What follows belongs to an exercise in optimizing a design on an open flow for small area; a production flow would make more cautious choices.
RTL that was checked went through simulation tests only; none was proved equivalent to the original.
The clock input has no modelled driver; a real chip could not lean on it and would need a root buffer or a full tree.
No activity file was given, so power comes from the tool's default toggle rates.

Setup of before:
Design FSM_LightStand, start of the top module:
module FSM_LightStand(
    input i_clk,
    input i_reset,
    input [2:0] i_button,
    output o_pwm_light
    );
export LEC_CHECK = 0
export CAP_MARGIN = 20
export CORE_MARGIN = 2
export CORE_UTILIZATION = 40
export SLEW_MARGIN = 20
create_clock -name core_clock -period 10.0 [get_ports {i_clk}]
standard.sh (not shown) runs the stock make flow with config.mk's settings and CLKGATE_MAP_FILE= SYNTH_SCRIPT=/design/flow/synth_recipe.tcl, a recipe that flattens the netlist after the stock synthesis.
==> flow/flow/run.sh <==
#!/bin/bash
set -euo pipefail
bash standard.sh \
  "CTS_ARGS=-sink_clustering_enable -repair_clock_nets -dont_use_dummy_load -root_buf sky130_fd_sc_hd__clkbuf_8 -buf_list sky130_fd_sc_hd__clkbuf_8 -sink_clustering_size 50 -sink_clustering_max_diameter 300" \
  "BUFFER_PORTS_ARGS=-buffer_cell sky130_fd_sc_hd__buf_1" \
  CAP_MARGIN=0 SLEW_MARGIN=0 CORE_UTILIZATION=70 \
  finish > flow_run.log 2>&1
before went all the way through synthesis, placement and routing and the layout is clean on timing, DRC and antenna.
For after, these inputs were changed with respect to before:
==> flow/flow/run.sh <==
#!/bin/bash
set -euo pipefail
bash standard.sh \
  "CTS_ARGS=-sink_clustering_enable -repair_clock_nets -dont_use_dummy_load -root_buf sky130_fd_sc_hd__clkbuf_16 -buf_list sky130_fd_sc_hd__clkbuf_16 -sink_clustering_size 100 -sink_clustering_max_diameter 500" \
  "BUFFER_PORTS_ARGS=-buffer_cell sky130_fd_sc_hd__buf_1" \
  CAP_MARGIN=0 SLEW_MARGIN=0 CORE_UTILIZATION=70 \
  finish > flow_run.log 2>&1
==> run summary <==
[diff] shortest period the worst path allows, after relative to before: regression
Via count was lower in the run labelled before.
Compared with before, after shows a lower final worst slack.

---

Another version of the RTL of FSM_LightStand (not shown whole).
Size in the first run: about 250 cells after synthesis, roughly 85 flip-flops, about 6 I/O pins.
// FSM_LightStand
module FSM_LightStand(
    input i_clk,
    input i_reset,
    input [2:0] i_button,
    output o_pwm_light
    );
export LEC_CHECK = 0
export CAP_MARGIN = 20
export CORE_MARGIN = 2
export CORE_UTILIZATION = 40
export SLEW_MARGIN = 20
create_clock -name core_clock -period 10.0 [get_ports {i_clk}]
==> flow/flow/run.sh <==
#!/bin/bash
# The standard synthesis and layout, with these layout changes:
#  - the clock tree is one level of 3 clock buffers clkbuf_16 (flow/pre_cts.tcl)
#  - port buffers are the smallest buffer cell
#  - repair_design aims at the library's cap and slew limits (no margin)
set -euo pipefail
export FLOW_CLK_BUF=sky130_fd_sc_hd__clkbuf_16
export FLOW_CLK_K=3
bash standard.sh \
  "PRE_CTS_TCL=$PWD/flow/pre_cts.tcl" "POST_CTS_TCL=$PWD/flow/post_cts.tcl" \
  "BUFFER_PORTS_ARGS=-buffer_cell sky130_fd_sc_hd__buf_1" \
  CAP_MARGIN=0 SLEW_MARGIN=0 CORE_UTILIZATION=70  \
  finish > flow_run.log 2>&1
==> flow/flow/post_cts.tcl <==
# After CTS and its timing repair: move each combinational cell and buffer
# to the smallest cell of the same function (same name but for the drive
# strength) that leaves no max-slew or max-capacitance violation and keeps
# setup and hold slack above a margin. Flip-flops and clock buffers keep
# their cells.
proc my_violations { } {
  set bad 0
  if { [sta::max_slew_violation_count] > 0 } { set bad 1 }
  if { [sta::max_capacitance_violation_count] > 0 } { set bad 1 }
  if { [worst_slack -max] < 1.0 } { set bad 1 }
  if { [worst_slack -min] < 0.1 } { set bad 1 }
  return $bad
}

proc my_downsize { } {
  estimate_parasitics -placement
  if { [my_violations] } {
    puts "my_downsize: violations before downsizing; skipped"
    return
  }
  set saved 0.0
  set n 0
  foreach inst [get_cells *] {
    set name [get_full_name $inst]
    set ref [get_property $inst ref_name]
    if { [string match clkbuf_* $name] } { continue }
    if { ![regexp {^(sky130_fd_sc_hd__[a-z0-9]+)_([0-9]+)$} $ref -> base size] } { continue }
    if { [regexp {__(df|sdf|edf|sedf|dl|tap|fill|decap|conb|diode)} $ref] } { continue }
    set cur_area [get_property [get_lib_cells $ref] area]
    set cands {}
    foreach lc [get_lib_cells ${base}_*] {
      set lname [get_name $lc]
      if { ![regexp {^sky130_fd_sc_hd__[a-z0-9]+_[0-9]+$} $lname] } { continue }
      if { [get_property $lc dont_use] } { continue }
      set a [get_property $lc area]
      if { $a < $cur_area - 1e-6 } { lappend cands [list $a $lname] }
    }
    foreach cand [lsort -real -index 0 $cands] {
      lassign $cand a lname
      replace_cell $inst $lname
      if { [my_violations] } {
        replace_cell $inst $ref
      } else {
        puts "my_downsize: $name $ref -> $lname"
        set saved [expr { $saved + $cur_area - $a }]
        incr n
        break
      }
    }
  }
  puts "my_downsize: $n cells, [format %.2f $saved] um2 saved"
}
my_downsize
Other scripts of this flow, unchanged in this note and not shown: flow/flow/pre_cts.tcl
The baseline finished clean.
==> next run, changes <==
--- a/flow/flow/run.sh
+++ b/flow/flow/run.sh
@@ -9,3 +9,3 @@
 bash standard.sh \
-  "PRE_CTS_TCL=$PWD/flow/pre_cts.tcl" "POST_CTS_TCL=$PWD/flow/post_cts.tcl" \
+  "PRE_CTS_TCL=$PWD/flow/pre_cts.tcl" \
   "BUFFER_PORTS_ARGS=-buffer_cell sky130_fd_sc_hd__buf_1" \
removed: flow/flow/post_cts.tcl
After rerunning:
- The changed run finished clean
- wire length is lower by 0.69%
- cell count does not change
- power barely changes
- die area is unchanged
- cell area increases by 1.2%
- global-route usage went down by 0.12 points
- sequential cell count stays the same
- area after synthesis does not change
No run of this note included a check of the RTL's function; only the layout flow was run. No run of this note takes its clock network from TritonCTS; it comes from the design's own scripts or RTL.

---

Setup of exp/onyx:
The RTL this note starts from:
==> flow/design.v <==
`timescale 1ns / 1ps
module ClockDivider(
    input i_clk,
    input i_reset,
    output o_wrap,
    output o_pre_last
    );
    localparam [13:0] C_RESET = 14'b00111010110010;
    localparam [13:0] C_9899  = 14'b00101010001010;
    localparam [13:0] C_LAST  = 14'b11100011001110;
    reg [13:0] r_lo;
    assign o_wrap     = &{r_lo[13], r_lo[12], r_lo[11], ~r_lo[10], r_lo[7], r_lo[6], ~r_lo[5], r_lo[3], r_lo[2], r_lo[1], ~r_lo[0]};
    assign o_pre_last = &{~r_lo[12], r_lo[11], ~r_lo[10], r_lo[9], ~r_lo[8], r_lo[7], ~r_lo[6], ~r_lo[5], ~r_lo[4], r_lo[3], ~r_lo[2], ~r_lo[0]};
    wire w_fb = ~(r_lo[13] ^ r_lo[1] ^ r_lo[3] ^ r_lo[12]) ^ o_wrap;
    always @(posedge i_clk or posedge i_reset) begin
        if (i_reset) r_lo <= C_RESET;
        else         r_lo <= {r_lo[12:0], w_fb};
    end
endmodule
`timescale 1ns / 1ps
module Counter(
    input i_clk,
    input i_reset,
    input i_wrap,
    input i_pre_last,
    output [3:0] o_hi
    );
    reg [3:0] r_hi;
    reg [3:0] w_next;
    assign o_hi = r_hi;
    wire w_hi9  = r_hi[3] & r_hi[0] & ~r_hi[1];
    wire w_hi10 = r_hi[3] & r_hi[1];
    always @(*) begin
        case (r_hi)
            4'b0000: w_next = 4'b0001;
            4'b0001: w_next = 4'b0011;
            4'b0011: w_next = 4'b0010;
            4'b0010: w_next = 4'b0110;
            4'b0110: w_next = 4'b0111;
            4'b0111: w_next = 4'b0101;
            4'b0101: w_next = 4'b0100;
            4'b0100: w_next = 4'b1100;
            4'b1100: w_next = 4'b1101;
            4'b1101: w_next = 4'b1111;
            default: w_next = 4'b0000;
        endcase
    end
    always @(posedge i_clk or posedge i_reset) begin
        if (i_reset)
            r_hi <= 4'b0000;
        else if (w_hi9 ? i_pre_last : i_wrap)
            r_hi <= w_next;
    end
endmodule
`timescale 1ns / 1ps
module Comparator(
    input [3:0] i_hi,
    output o_light_1, o_light_2, o_light_3, o_light_4
    );
    assign o_light_1 = (i_hi == 4'b0000);
    assign o_light_2 = ~i_hi[3] & ~i_hi[2];
    assign o_light_3 = ~i_hi[3] & ~(i_hi[2] & ~i_hi[1] & ~i_hi[0]);
    assign o_light_4 = ~(i_hi[3] & i_hi[1]);
endmodule
`timescale 1ns / 1ps
module ButtonController(
    input i_clk,
    input i_reset,
    input i_button,
    output o_release
    );
    localparam [19:0] S_0   = 20'b01101011001000111000;
    localparam [19:0] S_END = 20'b10110101100100011100;
    reg r_prevState;
    reg [19:0] r_lfsr;
    wire w_en   = i_button ^ r_prevState;
    wire w_term = &{r_lfsr[19], ~r_lfsr[18], r_lfsr[17], r_lfsr[16], ~r_lfsr[15], r_lfsr[14], ~r_lfsr[13], r_lfsr[12], r_lfsr[11], ~r_lfsr[10], ~r_lfsr[9], r_lfsr[8], ~r_lfsr[7], ~r_lfsr[6], ~r_lfsr[5], r_lfsr[4], r_lfsr[3], r_lfsr[2], ~r_lfsr[1]};
    wire w_fb   = ~(r_lfsr[19] ^ r_lfsr[2]) ^ w_term;
    assign o_release = w_en & w_term & r_prevState;
    always @(posedge i_clk or posedge i_reset) begin
        if (i_reset) begin
            r_prevState <= 1'b0;
            r_lfsr <= S_0;
        end
        else if (w_en) begin
            r_lfsr <= {r_lfsr[18:0], w_fb};
            if (w_term) r_prevState <= ~r_prevState;
        end
    end
endmodule
`timescale 1ns / 1ps
module FSM_Light(
    input i_clk,
    input i_reset,
    input [2:0] i_button,
    output [4:1] o_level
    );
    reg [4:1] r_level;
    assign o_level = r_level;
    always @(posedge i_clk or posedge i_reset) begin
        if (i_reset)
            r_level <= 4'b0000;
        else if (i_button[0])
            r_level <= {r_level[3:1], 1'b1};
        else if (i_button[1])
            r_level <= {1'b0, r_level[4:2]};
        else if (i_button[2])
            r_level <= 4'b0000;
    end
endmodule
`timescale 1ns / 1ps
module MUX(
    input i_clk,
    input i_reset,
    input [4:1] i_x,
    input [4:1] i_level,
    output o_y
    );
    reg r_y;
    assign o_y = r_y;
    always @(posedge i_clk or posedge i_reset) begin
        if (i_reset)
            r_y <= 1'b0;
        else
            r_y <= i_level[1] & (i_x[1] | (i_level[2] & (i_x[2] | (i_level[3] & (i_x[3] | (i_level[4] & i_x[4]))))));
    end
endmodule
`timescale 1ns / 1ps
module FSM_LightStand(
    input i_clk,
    input i_reset,
    input [2:0] i_button,
    output o_pwm_light
    );
    wire w_wrap, w_pre_last;
    ClockDivider clkdiv(
        .i_clk(i_clk),
        .i_reset(i_reset),
        .o_wrap(w_wrap),
        .o_pre_last(w_pre_last)
    );
    wire [3:0] w_hi;
    Counter count(
        .i_clk(i_clk),
        .i_reset(i_reset),
        .i_wrap(w_wrap),
        .i_pre_last(w_pre_last),
        .o_hi(w_hi)
    );
    wire [4:1] w_light;
    Comparator comp(
        .i_hi(w_hi),
        .o_light_1(w_light[1]),
        .o_light_2(w_light[2]),
        .o_light_3(w_light[3]),
        .o_light_4(w_light[4])
    );
    wire [2:0] w_release;
    ButtonController UpBTN(
        .i_clk(i_clk),
        .i_reset(i_reset),
        .i_button(i_button[0]),
        .o_release(w_release[0])
    );
    ButtonController DownBTN(
        .i_clk(i_clk),
        .i_reset(i_reset),
        .i_button(i_button[1]),
        .o_release(w_release[1])
    );
    ButtonController OffBTN(
        .i_clk(i_clk),
        .i_reset(i_reset),
        .i_button(i_button[2]),
        .o_release(w_release[2])
    );
    wire [4:1] w_level;
    FSM_Light fsm_led(
        .i_clk(i_clk),
        .i_reset(i_reset),
        .i_button(w_release),
        .o_level(w_level)
    );
    MUX pwmsel(
        .i_clk(i_clk),
        .i_reset(i_reset),
        .i_x(w_light),
        .i_level(w_level),
        .o_y(o_pwm_light)
    );
endmodule
export LEC_CHECK = 0
export CAP_MARGIN = 20
export CORE_MARGIN = 2
export CORE_UTILIZATION = 40
export SLEW_MARGIN = 20
create_clock -name core_clock -period 10.0 [get_ports {i_clk}]
==> flow/flow/run.sh <==
#!/bin/bash
# The standard synthesis and layout (standard.sh), with these changes
# to how the layout is made:
#  - clock tree: three clkbuf_16, each at the centre of an equal share of
#    the flip-flops, driven by the clock port (flow/pre_cts.tcl replaces
#    clock_tree_synthesis)
#  - after CTS, combinational cells and buffers go down to the smallest
#    drive strength that leaves no slew, cap or timing violation
#    (flow/post_cts.tcl)
#  - port buffers are buf_1; repair aims at the library's own cap and slew
#    limits; core utilization 70%
# ORFS writes each step's full log under orfs/logs/; this script's own
# output goes to flow_run.log.
set -euo pipefail
export FLOW_CLK_BUF=sky130_fd_sc_hd__clkbuf_16
export FLOW_CLK_K=3
bash standard.sh \
  "PRE_CTS_TCL=$PWD/flow/pre_cts.tcl" "POST_CTS_TCL=$PWD/flow/post_cts.tcl" \
  "BUFFER_PORTS_ARGS=-buffer_cell sky130_fd_sc_hd__buf_1" \
  CAP_MARGIN=0 SLEW_MARGIN=0 CORE_UTILIZATION=70 \
  finish > flow_run.log 2>&1
==> flow/flow/post_cts.tcl <==
# After CTS and its timing repair: move each combinational cell and buffer
# to the smallest cell of the same function (same name but for the drive
# strength) that leaves no max-slew or max-capacitance violation and keeps
# setup and hold slack above a margin. Flip-flops and clock buffers keep
# their cells.
proc my_violations { } {
  set bad 0
  if { [sta::max_slew_violation_count] > 0 } { set bad 1 }
  if { [sta::max_capacitance_violation_count] > 0 } { set bad 1 }
  if { [worst_slack -max] < 1.0 } { set bad 1 }
  if { [worst_slack -min] < 0.1 } { set bad 1 }
  return $bad
}

proc my_downsize { } {
  estimate_parasitics -placement
  if { [my_violations] } {
    puts "my_downsize: violations before downsizing; skipped"
    return
  }
  set saved 0.0
  set n 0
  foreach inst [get_cells *] {
    set name [get_full_name $inst]
    set ref [get_property $inst ref_name]
    if { [string match clkbuf_* $name] } { continue }
    if { ![regexp {^(sky130_fd_sc_hd__[a-z0-9]+)_([0-9]+)$} $ref -> base size] } { continue }
    if { [regexp {__(df|sdf|edf|sedf|dl|tap|fill|decap|conb|diode)} $ref] } { continue }
    set cur_area [get_property [get_lib_cells $ref] area]
    set cands {}
    foreach lc [get_lib_cells ${base}_*] {
      set lname [get_name $lc]
      if { ![regexp {^sky130_fd_sc_hd__[a-z0-9]+_[0-9]+$} $lname] } { continue }
      if { [get_property $lc dont_use] } { continue }
      set a [get_property $lc area]
      if { $a < $cur_area - 1e-6 } { lappend cands [list $a $lname] }
    }
    foreach cand [lsort -real -index 0 $cands] {
      lassign $cand a lname
      replace_cell $inst $lname
      if { [my_violations] } {
        replace_cell $inst $ref
      } else {
        puts "my_downsize: $name $ref -> $lname"
        set saved [expr { $saved + $cur_area - $a }]
        incr n
        break
      }
    }
  }
  puts "my_downsize: $n cells, [format %.2f $saved] um2 saved"
}
my_downsize

proc my_clk_pin_slew { buf } {
  set worst 0.0
  set net [get_nets -of_objects [get_pins [get_full_name $buf]/X]]
  foreach pin [get_pins -of_objects $net -filter "direction == input"] {
    foreach p {slew_max_rise slew_max_fall} {
      set s [sta::time_ui_sta [get_property $pin $p]]
      if { $s > $worst } { set worst $s }
    }
  }
  return $worst
}

proc my_downsize_clock { } {
  set limit [expr { $::env(FLOW_CLK_SLEW_PS) * 1e-12 }]
  estimate_parasitics -placement
  foreach buf [get_cells clkbuf_*] {
    set ref [get_property $buf ref_name]
    set s [my_clk_pin_slew $buf]
    puts "my_downsize_clock: [get_full_name $buf] $ref slew [format %.1f [expr { $s * 1e12 }]] ps"
    foreach cand {sky130_fd_sc_hd__clkbuf_4 sky130_fd_sc_hd__clkbuf_8} {
      if { [get_property [get_lib_cells $cand] area] >= [get_property [get_lib_cells $ref] area] } { continue }
      replace_cell $buf $cand
      set s2 [my_clk_pin_slew $buf]
      if { $s2 <= $limit && ![my_violations] } {
        puts "my_downsize_clock: [get_full_name $buf] $ref -> $cand slew [format %.1f [expr { $s2 * 1e12 }]] ps"
        break
      }
      replace_cell $buf $ref
    }
  }
}
if { [info exists ::env(FLOW_CLK_SLEW_PS)] } { my_downsize_clock }

# the cells changed in place; legalize again to be safe
detailed_placement
check_placement -verbose
==> flow/flow/pre_cts.tcl <==
proc clock_tree_synthesis { args } {
  set block [ord::get_db_block]
  set net [$block findNet i_clk]
  set k $::env(FLOW_CLK_K)
  set pins {}
  set xs {}
  set ys {}
  foreach it [$net getITerms] {
    set b [[$it getInst] getBBox]
    lappend pins "[[$it getInst] getName]/[[$it getMTerm] getName]"
    lappend xs [expr { ([$b xMin] + [$b xMax]) / 2.0 }]
    lappend ys [expr { ([$b yMin] + [$b yMax]) / 2.0 }]
  }
  set n [llength $pins]
  # initial centres: sinks spread along the sorted x+y order
  set order [lsort -real -indices [lmap x $xs y $ys { expr { $x + 0.7 * $y } }]]
  set cx {}
  set cy {}
  for { set c 0 } { $c < $k } { incr c } {
    set i [lindex $order [expr { int(($c + 0.5) * $n / $k) }]]
    lappend cx [lindex $xs $i]
    lappend cy [lindex $ys $i]
  }
  # k-means with at most ceil(n/k) sinks per group: each round assigns
  # the sink-group pairs in order of distance, skipping full groups
  set cap [expr { ($n + $k - 1) / $k }]
  for { set iter 0 } { $iter < 30 } { incr iter } {
    set pairs {}
    set i 0
    foreach x $xs y $ys {
      for { set c 0 } { $c < $k } { incr c } {
        lappend pairs [list [expr { abs($x - [lindex $cx $c]) + abs($y - [lindex $cy $c]) }] $i $c]
      }
      incr i
    }
    set assign [lrepeat $n -1]
    set fill [lrepeat $k 0]
    foreach p [lsort -real -index 0 $pairs] {
      lassign $p d i c
      if { [lindex $assign $i] >= 0 || [lindex $fill $c] >= $cap } { continue }
      lset assign $i $c
      lset fill $c [expr { [lindex $fill $c] + 1 }]
    }
    set ncx {}
    set ncy {}
    for { set c 0 } { $c < $k } { incr c } {
      set sx 0.0
      set sy 0.0
      set m 0
      foreach a $assign x $xs y $ys {
        if { $a == $c } {
          set sx [expr { $sx + $x }]
          set sy [expr { $sy + $y }]
          incr m
        }
      }
      if { $m > 0 } {
        lappend ncx [expr { $sx / $m }]
        lappend ncy [expr { $sy / $m }]
      } else {
        lappend ncx [lindex $cx $c]
        lappend ncy [lindex $cy $c]
      }
    }
    set cx $ncx
    set cy $ncy
  }
  for { set c 0 } { $c < $k } { incr c } {
    set loads {}
    foreach a $assign p $pins {
      if { $a == $c } { lappend loads [get_pins $p] }
    }
    if { [llength $loads] == 0 } { continue }
    set x [ord::dbu_to_microns [expr { int([lindex $cx $c]) }]]
    set y [ord::dbu_to_microns [expr { int([lindex $cy $c]) }]]
    puts "clock buffer $c: [llength $loads] sinks at $x $y"
    insert_buffer -buffer_cell $::env(FLOW_CLK_BUF) -net i_clk -load_pins $loads \
      -location [list $x $y] -buffer_name clkbuf_$c -net_name clk_$c
  }
  set_propagated_clock [all_clocks]
}
exp/onyx: done, clean on timing, DRC and antenna
### exp/onyx -> exp/lagoon
==> flow/flow/run.sh <==
#!/bin/bash
# The standard synthesis and layout, with these layout changes:
#  - the clock tree is one level of 3 clock buffers clkbuf_16 (flow/pre_cts.tcl)
#  - port buffers are the smallest buffer cell
#  - repair_design aims at the library's cap and slew limits (no margin)
set -euo pipefail
export FLOW_CLK_BUF=sky130_fd_sc_hd__clkbuf_16
export FLOW_CLK_K=4
export FLOW_CLK_SLEW_PS=95
bash standard.sh \
  "PRE_CTS_TCL=$PWD/flow/pre_cts.tcl" "POST_CTS_TCL=$PWD/flow/post_cts.tcl" \
  "BUFFER_PORTS_ARGS=-buffer_cell sky130_fd_sc_hd__buf_1" \
  CAP_MARGIN=0 SLEW_MARGIN=0 CORE_UTILIZATION=70  \
  finish > flow_run.log 2>&1
-- flow/flow/post_cts.tcl --
<<< exp/onyx, line 87

# the cells changed in place; legalize again to be safe
detailed_placement
check_placement -verbose
>>> exp/lagoon, line 87
==> run summary <==
Synthesized-area fraction occupied by xor and xnor cells: exp/onyx vs exp/lagoon identical. The power density of the placed cells of exp/lagoon is higher than that of exp/onyx. Delta(critical path data required time, exp/lagoon - exp/onyx) < 0. Reported for exp/lagoon and exp/onyx, number of enable-type register cells in the synthesized netlist turned out identical to the last digit.
The inputs of exp/amber differ from those of exp/lagoon as listed below.
-- flow/flow/run.sh --
<<< exp/lagoon, line 8
export FLOW_CLK_K=4
export FLOW_CLK_SLEW_PS=95
>>> exp/amber, line 8
export FLOW_CLK_K=3
-- flow/flow/post_cts.tcl --
<<< exp/lagoon, line 53
>>> exp/amber, line 53
# Buffers that repair_design added inside the logic (not the port
# buffers, not the clock buffers): remove each one whose removal leaves
# no violation; put a buffer back with repair_design if one does.
proc my_remove_buffers { } {
  estimate_parasitics -placement
  foreach inst [get_cells *] {
    set name [get_full_name $inst]
    set ref [get_property $inst ref_name]
    if { ![regexp {__(buf|clkbuf)_[0-9]+$} $ref] } { continue }
    if { [string match clkbuf_* $name] || [string match input* $name] || [string match output* $name] } { continue }
    remove_buffers [list $inst]
    estimate_parasitics -placement
    if { [my_violations] } {
      puts "my_remove_buffers: removing $name ($ref) left a violation; repair_design"
      repair_design
      estimate_parasitics -placement
    } else {
      puts "my_remove_buffers: removed $name ($ref)"
    }
  }
}
my_remove_buffers

==> comparison <==
- Comparing exp/lagoon against exp/amber, there is no change at all in pre-CTS setup slack.
- Simple-gate area share of the yosys netlist came out exactly the same in exp/amber and exp/lagoon.
- Comparing exp/amber against exp/lagoon, there is no change at all in cell count after placement.
- exp/amber never completed, since it errored out during 5_1_grt.
- Re number of primary I/O pins: no difference whatsoever between exp/amber and exp/lagoon.
- Reported for exp/amber and exp/lagoon, placement row count turned out identical to the last digit.
- Re synthesized cell count: no difference whatsoever between exp/amber and exp/lagoon.
- Diff exp/lagoon -> exp/amber: post-synthesis xor/xnor area fraction comparable, fraction of synthesized area in multiplexers stayed essentially flat, synthesized area per cell was more or less identical, netlist area before placement level.
#### Input delta (exp/indigo over exp/amber)
-- flow/flow/run.sh --
<<< exp/amber, line 8
export FLOW_CLK_K=3
>>> exp/indigo, line 8
export FLOW_CLK_K=4
export FLOW_CLK_SLEW_PS=118
<<< exp/amber, line 12
  CAP_MARGIN=0 SLEW_MARGIN=0 CORE_UTILIZATION=70  \
>>> exp/indigo, line 13
  CAP_MARGIN=0 SLEW_MARGIN=0 CORE_UTILIZATION=85  \
-- flow/flow/post_cts.tcl --
<<< exp/amber, line 53
# Buffers that repair_design added inside the logic (not the port
# buffers, not the clock buffers): remove each one whose removal leaves
# no violation; put a buffer back with repair_design if one does.
proc my_remove_buffers { } {
  estimate_parasitics -placement
  foreach inst [get_cells *] {
    set name [get_full_name $inst]
    set ref [get_property $inst ref_name]
    if { ![regexp {__(buf|clkbuf)_[0-9]+$} $ref] } { continue }
    if { [string match clkbuf_* $name] || [string match input* $name] || [string match output* $name] } { continue }
    remove_buffers [list $inst]
    estimate_parasitics -placement
    if { [my_violations] } {
      puts "my_remove_buffers: removing $name ($ref) left a violation; repair_design"
      repair_design
      estimate_parasitics -placement
    } else {
      puts "my_remove_buffers: removed $name ($ref)"
    }
  }
}
my_remove_buffers

>>> exp/indigo, line 53
<<< exp/amber, line 110
>>> exp/indigo, line 87

# the cells changed in place; legalize again to be safe
detailed_placement
check_placement -verbose
==> run summary <==
- exp/indigo ran to completion and came out clean on the timing, design-rule and antenna checks.
- Re die span in x: exp/amber was higher than exp/indigo.
- exp/indigo against exp/amber: area share of and/or/nand/nor cells after synthesis essentially unchanged; placed wire-length estimate went up; floorplan row count lost about 8%; post-detailed-placement cell area -about 0.6%; synthesized netlist net count level.
- [exp/indigo] pre-CTS worst setup slack fell 0.30 ns relative to exp/amber
- As far as area after synthesis goes, exp/indigo and exp/amber are indistinguishable; the numbers are identical.
- The weighted congestion reported at the end of routability-driven placement of exp/indigo is higher than that of exp/amber.
- Post-synthesis instance total: exp/indigo vs exp/amber identical
In exp/onyx, exp/lagoon and exp/indigo the design's own scripts or RTL, not TritonCTS, make the clock network.

-- what the ideal ports hide --
How much do the figures lean on ideal ports? The routed layouts below were timed once more, with nothing changed but the port constraints.
Step 1, drivers: a clkbuf_16 drives i_clk and a buf_2 each remaining input, both assumed.
Step 2 times the ports against the registers' clock, not the clock port: input delays grow and output delays shrink by t, the midpoint of the rising clock arrivals with the driver on.
Three values: ideal, step 1, step 2; two values: the first two.
run | t, ns | slack for setup (ns) | hold slack, ns | pins driven straight from the clock port
before | 0.365 | 6.807 / 6.816 / 6.451 | 0.347 / 0.347 / 0.347 | 1
after | 0.355 | 6.754 / 6.767 / 6.412 | 0.355 / 0.355 / 0.355 | 1
the first run of note 2 | 0.217 | 6.555 / 6.589 / 6.372 | 0.373 / 0.373 / 0.373 | 3
the second run of note 2 | 0.216 | 6.647 / 6.688 / 6.472 | 0.372 / 0.372 / 0.372 | 3
exp/onyx | 0.224 | 6.561 / 6.604 / 6.380 | 0.377 / 0.377 / 0.377 | 3
exp/lagoon | 0.217 | 6.513 / 6.566 / 6.348 | 0.373 / 0.373 / 0.373 | 4
exp/indigo | 0.224 | 6.479 / 6.495 / 6.271 | 0.372 / 0.372 / 0.372 | 4
After both steps setup and hold are still met in every run listed. The setup slack of before, which loses most, moves by +0.009 ns with the drivers and by -0.356 ns with both steps.
